Source: an optimization exercise on an open RTL-to-GDS flow (aim: small area and a short achievable clock period). Production flows keep margins and buffers that such runs may drop. Function was checked by simulation only, so behaviour that the tests miss may differ from the original. Power figures rest on the tool's default switching activity, not on a simulated workload.

==> flow/design.v <==
`timescale 1ns / 1ps
module icache_fetch(
    input         clk,
    input         RESET,
    input  [13:0] fetch_addr,    
    input  [31:0] mem_rdata,     
    output [13:0] mem_addr,      
    output [31:0] instr,         
    output [15:0] instr_pc,      
    output        miss           
    );
    reg [9:0]  tag   [0:15];
    reg [1:0]  lru   [0:15];
    reg [15:0] valid;
    reg [32:0] r0 [0:15];    
    reg [32:0] r1 [0:15];
    reg [32:0] r2 [0:15];
    reg [2:0]  ph;           
    reg [13:0] addr_q;       
    reg [3:0]  vict;         
    reg        use_mem;      
    reg [31:0] instr_qn;     
    reg        c_look, c_cap, c_hold, c_one;    
    wire [2:0] ph_nx;
    reg [31:0] mem_q;        
    reg        done_q;       
    wire [9:0] a_tag = fetch_addr[13:4];
    wire [1:0] a_set = fetch_addr[3:2];
    wire [1:0] a_off = fetch_addr[1:0];
    reg [15:0] m;            
    reg [3:0]  hs;           
    reg [3:0]  match;        
    reg [31:0] cand [0:3];
    reg [31:0] hword;
    integer i, s;
    reg [2:0]  sl [0:15];
    reg [31:0] cw;
    always @(*) begin
        for (i = 0; i < 16; i = i + 1) begin
            m[i] = valid[i] && (tag[i] == a_tag);
            case (a_off)
                2'd2:    sl[i] = {r0[i][32], r2[i][32], r1[i][32]};
                2'd3:    sl[i] = {r1[i][32], r0[i][32], r2[i][32]};
                2'd1:    sl[i] = {r2[i][32], r1[i][32], r0[i][32]};
                default: sl[i] = 3'b000;     
            endcase
        end
        for (s = 0; s < 4; s = s + 1)
            hs[s] = |m[s*4 +: 4];
        for (i = 0; i < 4; i = i + 1) begin
            match[i] = 1'b0;
            cw = 32'b0;
            for (s = 0; s < 4; s = s + 1) begin
                match[i] = match[i] | (a_set == s && m[s*4+i]);
                cw = cw | ({32{a_set == s && sl[s*4+i][0]}} & r0[s*4+i][31:0])
                        | ({32{a_set == s && sl[s*4+i][1]}} & r1[s*4+i][31:0])
                        | ({32{a_set == s && sl[s*4+i][2]}} & r2[s*4+i][31:0]);
            end
            cand[i] = cw;
        end
        hword = ({32{match[3]}} & cand[3]) | ({32{match[2]}} & cand[2])
              | ({32{match[1]}} & cand[1]) | ({32{match[0]}} & cand[0]);
    end
    wire hit = |(hs & (4'b0001 << a_set));
    assign ph_nx = RESET ? 3'd0 : (ph != 3'd0 || !hit) ? ph + 3'd1 : 3'd0;
    reg [1:0] lhit [0:15];
    reg [1:0] L;
    always @(*) begin
        for (s = 0; s < 4; s = s + 1) begin
            L = lru[s*4 + a_off];
            for (i = 0; i < 4; i = i + 1) begin
                lhit[s*4+i] = lru[s*4+i];
                if (L != 2'b00) begin
                    if (a_off == i) lhit[s*4+i] = 2'b00;
                    else if (lru[s*4+i] != 2'b00 && lru[s*4+i] < L) lhit[s*4+i] = lru[s*4+i] + 2'b01;
                end
            end
        end
    end
    wire [1:0] q_set = addr_q[3:2];
    reg [3:0] fv;
    reg [1:0] fl [0:3];
    always @(*) begin
        for (i = 0; i < 4; i = i + 1) begin
            fv[i] = 1'b0;
            fl[i] = 2'b00;
            for (s = 0; s < 4; s = s + 1)
                if (q_set == s) begin
                    fv[i] = valid[s*4+i];
                    fl[i] = lru[s*4+i];
                end
        end
    end
    wire [3:0] vict_d = (&fv) ? {fl[3] == 2'b11, fl[2] == 2'b11, fl[1] == 2'b11, fl[0] == 2'b11}
                              : (~fv & (fv + 4'b0001));    
    wire byp = done_q && (a_off == 2'd3) && (a_set == q_set) && |(match & vict);
    always @(posedge clk) begin
        mem_q  <= mem_rdata;
        done_q <= (ph == 3'd7);
        addr_q <= fetch_addr;
        vict   <= vict_d;
        use_mem <= ((ph == 3'd0) && (a_off == 2'd0)) || ((ph == 3'd7) && (addr_q[1:0] == 2'd3));
        instr_qn <= ({32{c_look}} & ~(byp ? mem_q : hword)) | ({32{c_cap}} & ~mem_q)
                  | ({32{c_hold}} & instr_qn) | {32{c_one}};
        c_look <= ph_nx == 3'd0;
        c_cap  <= (ph_nx == 3'd5 && addr_q[1:0] == 2'd0) || (ph_nx == 3'd6 && addr_q[1:0] == 2'd1) ||
                  (ph_nx == 3'd7 && addr_q[1:0] == 2'd2);
        c_one  <= ph_nx == 3'd7 && addr_q[1:0] == 2'd3;
        c_hold <= !(ph_nx == 3'd0) && !((ph_nx == 3'd5 && addr_q[1:0] == 2'd0) || (ph_nx == 3'd6 && addr_q[1:0] == 2'd1) ||
                  (ph_nx == 3'd7 && addr_q[1:0] == 2'd2)) && !(ph_nx == 3'd7 && addr_q[1:0] == 2'd3);
    end
    wire ins_nx = ph[2];     
    reg [15:0] ins, keep;
    genvar g;
    generate for (g = 0; g < 16; g = g + 1) begin : line
        wire sel = vict[g % 4] && (q_set == g / 4);
        always @(posedge clk) begin
            ins[g]  <= ins_nx && sel;
            keep[g] <= !(ins_nx && sel);
            r0[g] <= ({33{ins[g]}} & {ph == 3'd6, mem_q}) | ({33{keep[g]}} & r2[g]);
            r1[g] <= r0[g];
            r2[g] <= r1[g];
            tag[g] <= ({10{ins[g]}} & addr_q[13:4]) | ({10{keep[g]}} & tag[g]);
        end
        always @(posedge clk) begin
            if (RESET) begin
                valid[g] <= 1'b0;
                lru[g]   <= 2'b00;
            end else if (ph == 3'd7) begin
                if (q_set == g / 4) begin
                    if (vict[g % 4]) begin
                        valid[g] <= 1'b1;
                        lru[g]   <= 2'b00;
                    end else if (valid[g])
                        lru[g] <= lru[g] + 2'b01;
                end
            end else if (ph == 3'd0) begin
                if (a_set == g / 4 && hs[g / 4])
                    lru[g] <= lhit[g];
            end
        end
    end endgenerate
    always @(posedge clk)
        ph <= ph_nx;
    assign miss = |ph;
    assign mem_addr = {fetch_addr[13:2],
                       ph[2] & (ph[1] | ph[0]),
                       ph[2] & (ph[1] | ~ph[0])};
    assign instr = ~(~({32{use_mem}} & mem_rdata) & instr_qn);
    assign instr_pc = {addr_q, 2'b00};
endmodule
==> flow/run.sh <==
#!/bin/bash
# synth_recipe.tcl (not shown) runs the flow's synth.tcl, then flattens the netlist and writes it again
# the make line also repeats each setting of config.mk as NAME=value (left out here)
make -C /OpenROAD-flow-scripts/flow DESIGN_CONFIG=/design/flow/config.mk WORK_HOME=/design/flow/orfs CLKGATE_MAP_FILE= SYNTH_SCRIPT=/design/flow/synth_recipe.tcl finish
==> flow/config.mk <==
export PLATFORM = sky130hd
export DESIGN_NAME = icache_fetch
export DESIGN_NICKNAME = icache_fetch
export VERILOG_FILES = /design/flow/design.v
export SDC_FILE = /design/flow/constraint.sdc
export NUM_CORES = 4
export LEC_CHECK = 0
export CAP_MARGIN = 20
export CORE_MARGIN = 2
export CORE_UTILIZATION = 70
export CTS_BUF_LIST = sky130_fd_sc_hd__clkbuf_16
export CTS_CLUSTER_DIAMETER = 70
export CTS_CLUSTER_SIZE = 24
export SETUP_SLACK_MARGIN = 4.3
export SLEW_MARGIN = 20
==> flow/constraint.sdc <==
create_clock -name core_clock -period 8.0 [get_ports {clk}]
set_input_delay 1.6000 -clock core_clock [delete_from_list [all_inputs] [get_ports {clk}]]
set_output_delay 1.6000 -clock core_clock [all_outputs]
set_load 0.01 [all_outputs]
==> run summary, run 1 <==
- Status: no timing/DRC/antenna violations
- CTS Buffer Depth: 3
- GP Congestion: 0.935
- CTS Buf Count: 91
- Area Overhead vs Synth: 14.5%
- Largest net degree at the start of global routing: 56
- Leakage: 25.6 nW
- Layout cell share with drive strength beyond 1: 17.2%
- Synth Area per Inst: 11.9 sq um
- F_max: 258 MHz
- Max-Cap Viols: 0
- Crit start category: input port
- R2R cell count: 9
- Worst R2R Setup Slack: 4890 ps
- DR WL/cell: 35.1 microns
- Clock period minus worst slack: 3870 ps
- CTS tree: built
- Critical Path AT: 4430 ps
- Number of nets still failing antenna checks after routing: 0
- Largest cells by area after synthesis: dfxtp_1, a22o_1, a222oi_1
- Synth top area share: 62.2%
- Setup tns final: 0 ps
- Root buffer cell: clkbuf_16
- Slew headroom: 16.4%
- Top Ports: 111
- Fin nets: 5,254
- Yosys Warn Count: 10
- WL final: 223,000 microns
- RSZ-0062 raised after global routing: yes
- Tcrit/Tclk final: 48.4%
- Seq/Total Area, Yosys: 62.2%
- Initial drt markers: 9,524
- Crit path max fanout: 34
- DP HPWL: 124,000 microns
- Core area: 87,000 sq um
- Die height: 301 microns
- Final setup viols: 0
- Total Power: 16.3 mW
- Cell taking the most area after synthesis: dfxtp_1
- Worst-path clk slew: 100 ps
- Post-Syn Area: 61,600 sq um
- Hold crit path type: flop to flop
- Post-synth cell types: 82
- RR Startpoint: valid[9]$_SDFFE_PP0P_
- Top-count cell post-synth: dfxtp_1
- Initial Util: 70.8%
- Overflow after GRT: 0
- Hold Path Stages: 0
- DRC Markers: 0
- Crit path capture type: flop
- Area of the multi-input gates: 23,500 sq um
- Crit path from: fetch_addr[0]
- Total track usage: 47.6%
- Register area: 38,400 sq um
- Die W: 301 microns
- Sink Count: 1,915
- Top cells by count, synth: dfxtp_1, a22o_1, clkbuf_1
- Initial antenna violation count: 19
- Worst EP required: 8560 ps
- R2r endpoint: instr_qn[18]$_DFF_P_
- Yosys reg bits: 1,915
- Pre-CTS setup slack: 1960 ps
- Maximum vdd drop: 0.231 mV
- Post-layout util: 81.1%
- Vias post-DR: 48,800
- Clk latency of the worst-skew pair: 720 ps
- Cell Rows: 108
- Post-route setup slack: 4130 ps
- Most used DFF post-synth: dfxtp_1
- First-pass GRT wire length: 317,000 microns
- Synth Instances: 5,173
- Post-synth ARST share: 0%
- Number of synthesized flops with an enable pin: 0
- Via density: 7.69
- Worst Clk Skew: 42.0 ps
- Setup crit end: instr_qn[0]$_DFF_P_
- P per Cell Area: 231 nW/um^2
- Max Slew Vio Count: 0
- Actual slew at the worst max-slew pin: 1250 ps
- Fillers: 5,046
- Number of port buffers: 108
- Final-report hold violation count: 0
- Vias in the first global route: 46,300
- Crit Path Category: input port to flop
- Die area: 90,400 sq um
- First-pass detailed-route iteration total: 9
- H-tree Lvls: 3
-- placed cells by master, fill, tap and decap left out, drive strengths merged, types with 14 or more instances in the layout --
master,n
clkdlybuf4s50,15
o21a,14
nor2,88
mux2i,71
a222oi,201
nand4,39
nand2,163
a31oi,110
ha,37
and4,15
o21ai,40
nand3,78
clkbuf,104
inv,91
xnor2,141
o31ai,15
a211oi,33
o22ai,24
o221ai,41
a22o,796
clkdlybuf4s15,24
nand2b,17
nor3,25
a221oi,90
dfxtp,1915
buf,338
xor2,22
a22oi,248
and3,44
or4,32
a21oi,140
-- worst min-delay path by stage --
stage	endpoint	startpoint	slack, ps
floorplan	r2[12][17]$_DFF_P_	r1[12][17]$_DFF_P_	330
global placement	r2[12][17]$_DFF_P_	r1[12][17]$_DFF_P_	330
detailed placement	r2[0][12]$_DFF_P_	r1[0][12]$_DFF_P_	330
CTS	r2[2][21]$_DFF_P_	r1[2][21]$_DFF_P_	340
global route	r2[12][23]$_DFF_P_	r1[12][23]$_DFF_P_	350
finish	r2[4][4]$_DFF_P_	r1[4][4]$_DFF_P_	340
-- flip-flops by register name, indices dropped and copies added (netlist names) --
signal,cells
r1,528
c_cap,1
tag,160
r2,528
use_mem,1
r0,528
ins,16
ph,3
c_look,1
c_hold,1
keep,16
mem_q,32
c_one,1
addr_q,14
instr_qn,32
vict,4
done_q,1
valid,16
lru,32
-- per-layer routing --
| metal | global-route usage (%) | wire length, microns | vias to the layer above | part of all wire, % |
|---|---|---|---|---|
| met4 | 27.9 | 14400 | 16 | 6.4 |
| met1 | 63.3 | 81400 | 23800 | 36 |
| li1 | - | - | 19700 | - |
| met5 | 0 | 95 | - | 0.043 |
| met2 | 66.6 | 91300 | 4489 | 41 |
| met3 | 17.5 | 36000 | 903 | 16 |
-- critical path: stages --
cell and delay [ps]:
buf_16 260, buf_8 320, and2_1 350, nand4_1 810, o21ai_4 430, buf_12 180, buf_12 110, buf_12 90
buf_16 130, o221ai_2 90
-- per-stage QoR --
| stage | cells | area [sq um] | hold WS [ps] |
|---|---|---|---|
| 6_report | 6349 | 70600 | 338 |
| 5_1_grt | 6339 | 70500 | 349 |
| 4_1_cts | 6286 | 68900 | 344 |
| 3_5_place_dp | 6052 | 63600 | 335 |
| 3_3_place_gp | 6051 | 63600 | 329 |
| 2_1_floorplan | 5174 | 62000 | 326 |
-- cell type report --
class	instances	share of cell area [%]
timing repair buffer	404	6.27
tap	1155	2.05
sequential	1915	54.4
clock inverter	16	0.200
inverter	80	0.429
antenna	10	0.0355
clock buffer	92	3.26
multi-input combinational	2677	33.3
-- power by group --
| part | switching (mW) | total [mW] | internal, mW |
|---|---|---|---|
| combinational | 0.502 | 0.944 | 0.443 |
| sequential | 0.344 | 10.2 | 9.89 |
| clock | 3.01 | 5.11 | 2.09 |
-- kinds of logic after synthesis --
| family | count (synthesis) | share of synthesized area, % |
|---|---|---|
| other | 1 | 0.00609 |
| multiplexers | 94 | 1.80 |
| XOR/XNOR | 163 | 2.32 |
| adder cells (fa/ha/maj) | 37 | 0.752 |
| AND/OR/NAND/NOR | 557 | 4.63 |
| flip-flops | 1915 | 62.2 |
| AO/OA/AOI/OAI | 1817 | 24.1 |
| buffers and inverters | 589 | 4.10 |
-- what timing repair did --
item	in CTS	in global routing
gates cloned	16	4
gates resized for setup	589	220
pin swaps	80	63
hold buffers	0	0
setup buffers	110	49
setup endpoints to repair	130	95
==> run 2: changes to the inputs <==
--- a/flow/config.mk
+++ b/flow/config.mk
@@ -7,9 +7,9 @@
 export LEC_CHECK = 0
 export CAP_MARGIN = 20
 export CORE_MARGIN = 2
-export CORE_UTILIZATION = 70
+export CORE_UTILIZATION = 60
 export CTS_BUF_LIST = sky130_fd_sc_hd__clkbuf_16
-export CTS_CLUSTER_DIAMETER = 70
-export CTS_CLUSTER_SIZE = 24
-export SETUP_SLACK_MARGIN = 4.3
+export CTS_CLUSTER_DIAMETER = 75
+export CTS_CLUSTER_SIZE = 26
+export SETUP_SLACK_MARGIN = 4.35
 export SLEW_MARGIN = 20
==> run 2 against run 1 <==
- critical path type unchanged
- die area grew 16%
- power is essentially flat
- clock power grew 1%
==> run summary, run 2 <==
- Fillers: 7,394 (+47%)
- Layout cell share with drive strength beyond 1: 16.8% (-0.45 points)
- Leakage: 25.5 nW (-0.41%)
- Top Ports: 111 (unchanged)
- Core area: 102,000 sq um (+17%)
- Maximum vdd drop: 0.203 mV (-12%)
- Max Slew Vio Count: 0 (unchanged)
- Seq/Total Area, Yosys: 62.2% (unchanged)
- Post-synth ARST share: 0% (unchanged)
- Synth Area per Inst: 11.9 sq um (unchanged)
- Crit path max fanout: 23 (-32%)
- Worst-path clk slew: 100 ps (about the same)
- Die area: 105,000 sq um (+16%)
- Final-report hold violation count: 0 (unchanged)
- Register area: 38,400 sq um (about the same)
- Most used DFF post-synth: dfxtp_1
- Top cells by count, synth: dfxtp_1, a22o_1, clkbuf_1
- Most common cell after layout, fill and taps aside: dfxtp_1
- Number of port buffers: 108 (unchanged)
- Placement Cell Area: 64,100 sq um (+0.76%)
- RSZ-0062 raised after global routing: yes
- Largest regs: r0 (528), r1 (528), r2 (528)
- Initial drt markers: 8,597 (-9.7%)
- Cell Rows: 117 (+8.3%)
- Clock period minus worst slack: 3820 ps (-52.7 ps)
- Area Overhead vs Synth: 14.1%
- CTS Buf Count: 88 (-3.3%)
- WL final: 225,000 microns (+0.70%)
- Overflow after GRT: 0 (unchanged)
- Total track usage: 41.2% (-6.3 points)
- Worst EP required: 8650 ps (+90 ps)
- Setup tns final: 0 ps (unchanged)
- P per Cell Area: 232 nW/um^2 (+0.36%)
- Crit Path Category: input port to flop
- DRC Markers: 0 (unchanged)
- CTS Hold Bufs: 0 (unchanged)
- Die W: 324 microns (+7.9%)
- Synth top area share: 62.2% (unchanged)
- Via density: 7.24 (-5.9%)
- Crit start category: input port
- Tcrit/Tclk final: 47.7% (-0.66 points)
- Commonest cells after routing, fill and taps aside: dfxtp_1, a22o_1, a22oi_1
- F_max: 262 MHz (+1.4%)
- Number of nets still failing antenna checks after routing: 0 (unchanged)
- Power share of the clock group: 31.7% (+0.4 points)
- Psw: 3.86 mW (+0.20%)
- DR WL/cell: 34.2 microns (-2.6%)
- Largest cells by area after synthesis: dfxtp_1, a22o_1, a222oi_1
- Sw frac: 23.7% (+0.049 points)
- Sink Count: 1,915 (unchanged)
- Hold Worst Slack: 341 ps (+2.22 ps)
- Top-count cell post-synth: dfxtp_1
- CTS Buffer Depth: 3 (unchanged)
- Yosys reg bits: 1,915 (unchanged)
- Final setup viols: 0 (unchanged)
- Yosys Warn Count: 10 (unchanged)
- Cell taking the most area after synthesis: dfxtp_1
- H-tree Lvls: 3 (unchanged)
- Post-Syn Area: 61,600 sq um (unchanged)
- Max-Cap Viols: 0 (unchanged)
- First-pass GRT wire length: 322,000 microns (+1.5%)
- Synth Instances: 5,173 (unchanged)
- Area of the multi-input gates: 23,100 sq um (-1.7%)
- Final Instance Area: 70,300 sq um (-0.37%)
- Crit path capture type: flop
- Die height: 324 microns (+7.9%)
- Vias post-DR: 47,500 (-2.7%)
- Internal Power: 12.4 mW (about the same)
- First-pass detailed-route iteration total: 14 (+5)
- GP Congestion: 0.904 (-3.3%)
- Actual slew at the worst max-slew pin: 1250 ps (-1.18 ps)
- Critical Path AT: 4470 ps (+40 ps)
- Status: no timing/DRC/antenna violations
- Largest net degree at the start of global routing: 56 (unchanged)
- Fin nets: 5,257 (+0.057%)
- DP HPWL: 129,000 microns (+4.3%)
- Number of synthesized flops with an enable pin: 0 (unchanged)
- CTS tree: built
- Post-synth cell types: 82 (unchanged)
- Clk latency of the worst-skew pair: 730 ps (about the same)
- Hold crit path type: flop to flop
- Slew headroom: 16.4% (+0.079 points)
- Vias in the first global route: 45,000 (-2.8%)
- Initial Util: 60.5% (-10 points)
- Sequential power share: 62.7% (-0.2 points)
- Logic gate share of total power: 5.6% (-0.2 points)
- Root buffer cell: clkbuf_16
- Worst Clk Skew: 38.6 ps (-3.37 ps)
- Initial antenna violation count: 19 (unchanged)
[run 2: through the flow]
stage          setup slack [ps]  total power, mW  utilization (%)  std cells
3_5_place_dp               2000             11.2             63.0       6279
4_1_cts                    4260             16.2             68.3       6537
2_1_floorplan              4120             10.8                -       5174
5_1_grt                    4200             16.7             69.1       6560
3_3_place_gp               1990             11.2             63.0       6278
6_report                   4180             16.3             69.1       6564
[run 2: final timing paths]
check / from / to / slack (ps) / cells after the start
hold reg to reg: r1[8][4]$_DFF_P_ / r2[8][4]$_DFF_P_ / 340 / 0
setup / recovery: fetch_addr[2] / instr_qn[4]$_DFF_P_ / 4180 / 10
setup reg to reg: tag[9][5]$_DFF_P_ / instr_qn[18]$_DFF_P_ / 4880 / 13
hold / removal: r1[8][4]$_DFF_P_ / r2[8][4]$_DFF_P_ / 340 / 0
[run 2: per-layer routing]
layer / track usage [%] / part of all wire (%)
met1: 58.8 / 40
met2: 56.9 / 41
met3: 12.5 / 14
met4: 19.7 / 5.1
met5: 0 / 0.16
[run 2: cell families after synthesis]
| logic type | Yosys count | share of synthesized area [%] |
|---|---|---|
| adders and majority gates | 37 | 0.752 |
| xor gates and xnor gates | 163 | 2.32 |
| other | 1 | 0.00609 |
| muxes | 94 | 1.80 |
| buffers and inverters | 589 | 4.10 |
| AOI/OAI and AO/OA | 1817 | 24.1 |
| DFF | 1915 | 62.2 |
| and+or+nand+nor | 557 | 4.63 |
[run 2: final cells by class]
type / instances / share of cell area (%)
multi-input cells: 2676 / 32.9
diodes: 4 / 0.0142
clock buffers: 92 / 3.28
clock inverters: 18 / 0.276
inverters: 80 / 0.431
well taps: 1368 / 2.44
repair buffers: 411 / 6.04
flip-flops and latches: 1915 / 54.7
[run 2: worst max-delay path: stages]
cell      delay (ps)
buf_16           150
inv_1            510
nor2_2           220
buf_4            240
nand2_1          400
o211ai_1         170
nor2_1           330
o22ai_1          240
or3_4            430
o221ai_2         120
[run 2: power by group through the flow]
stage	clock network [mW]	registers [mW]	logic [mW]
2_1_floorplan	0	10.3	0.522
3_3_place_gp	0	10.4	0.744
3_5_place_dp	0	10.4	0.753
4_1_cts	5.16	10.2	0.860
5_1_grt	5.50	10.2	0.942
6_report	5.16	10.2	0.906
[run 2: repair_timing]
action | CTS | global route
pin swaps | 84 | 72
setup endpoints to repair | 129 | 82
gates resized for setup | 632 | 128
cloned | 18 | 3
setup buffers | 130 | 20

==> separate check: timing with driven ports <==
No port has a modelled driver above. Below, the same layouts with a new extraction and two added sets of constraints. Step 1 sets driving cells, clkbuf_16 on the clock port and buf_2 on the other inputs (assumed; they add their load-dependent delay and slew). Step 2 moves the port delays by t, midway between the first and last clock arrival at a register: inputs arrive t later, outputs are due t later. That takes back most of the time a late clock gives input paths. Slacks: ideal / step 1 / step 2; pairs: ideal / step 1.
run	shift t [ns]	setup WS [ns]	worst setup path after step 2
run 1	0.768	4.130 / 3.989 / 3.221	input to register
run 2	0.789	4.183 / 4.052 / 3.263	input to register
After both steps every run listed still meets setup and hold. For run 2, which loses most, drivers alone change the setup slack by -0.131 ns; drivers and shift together by -0.920 ns.
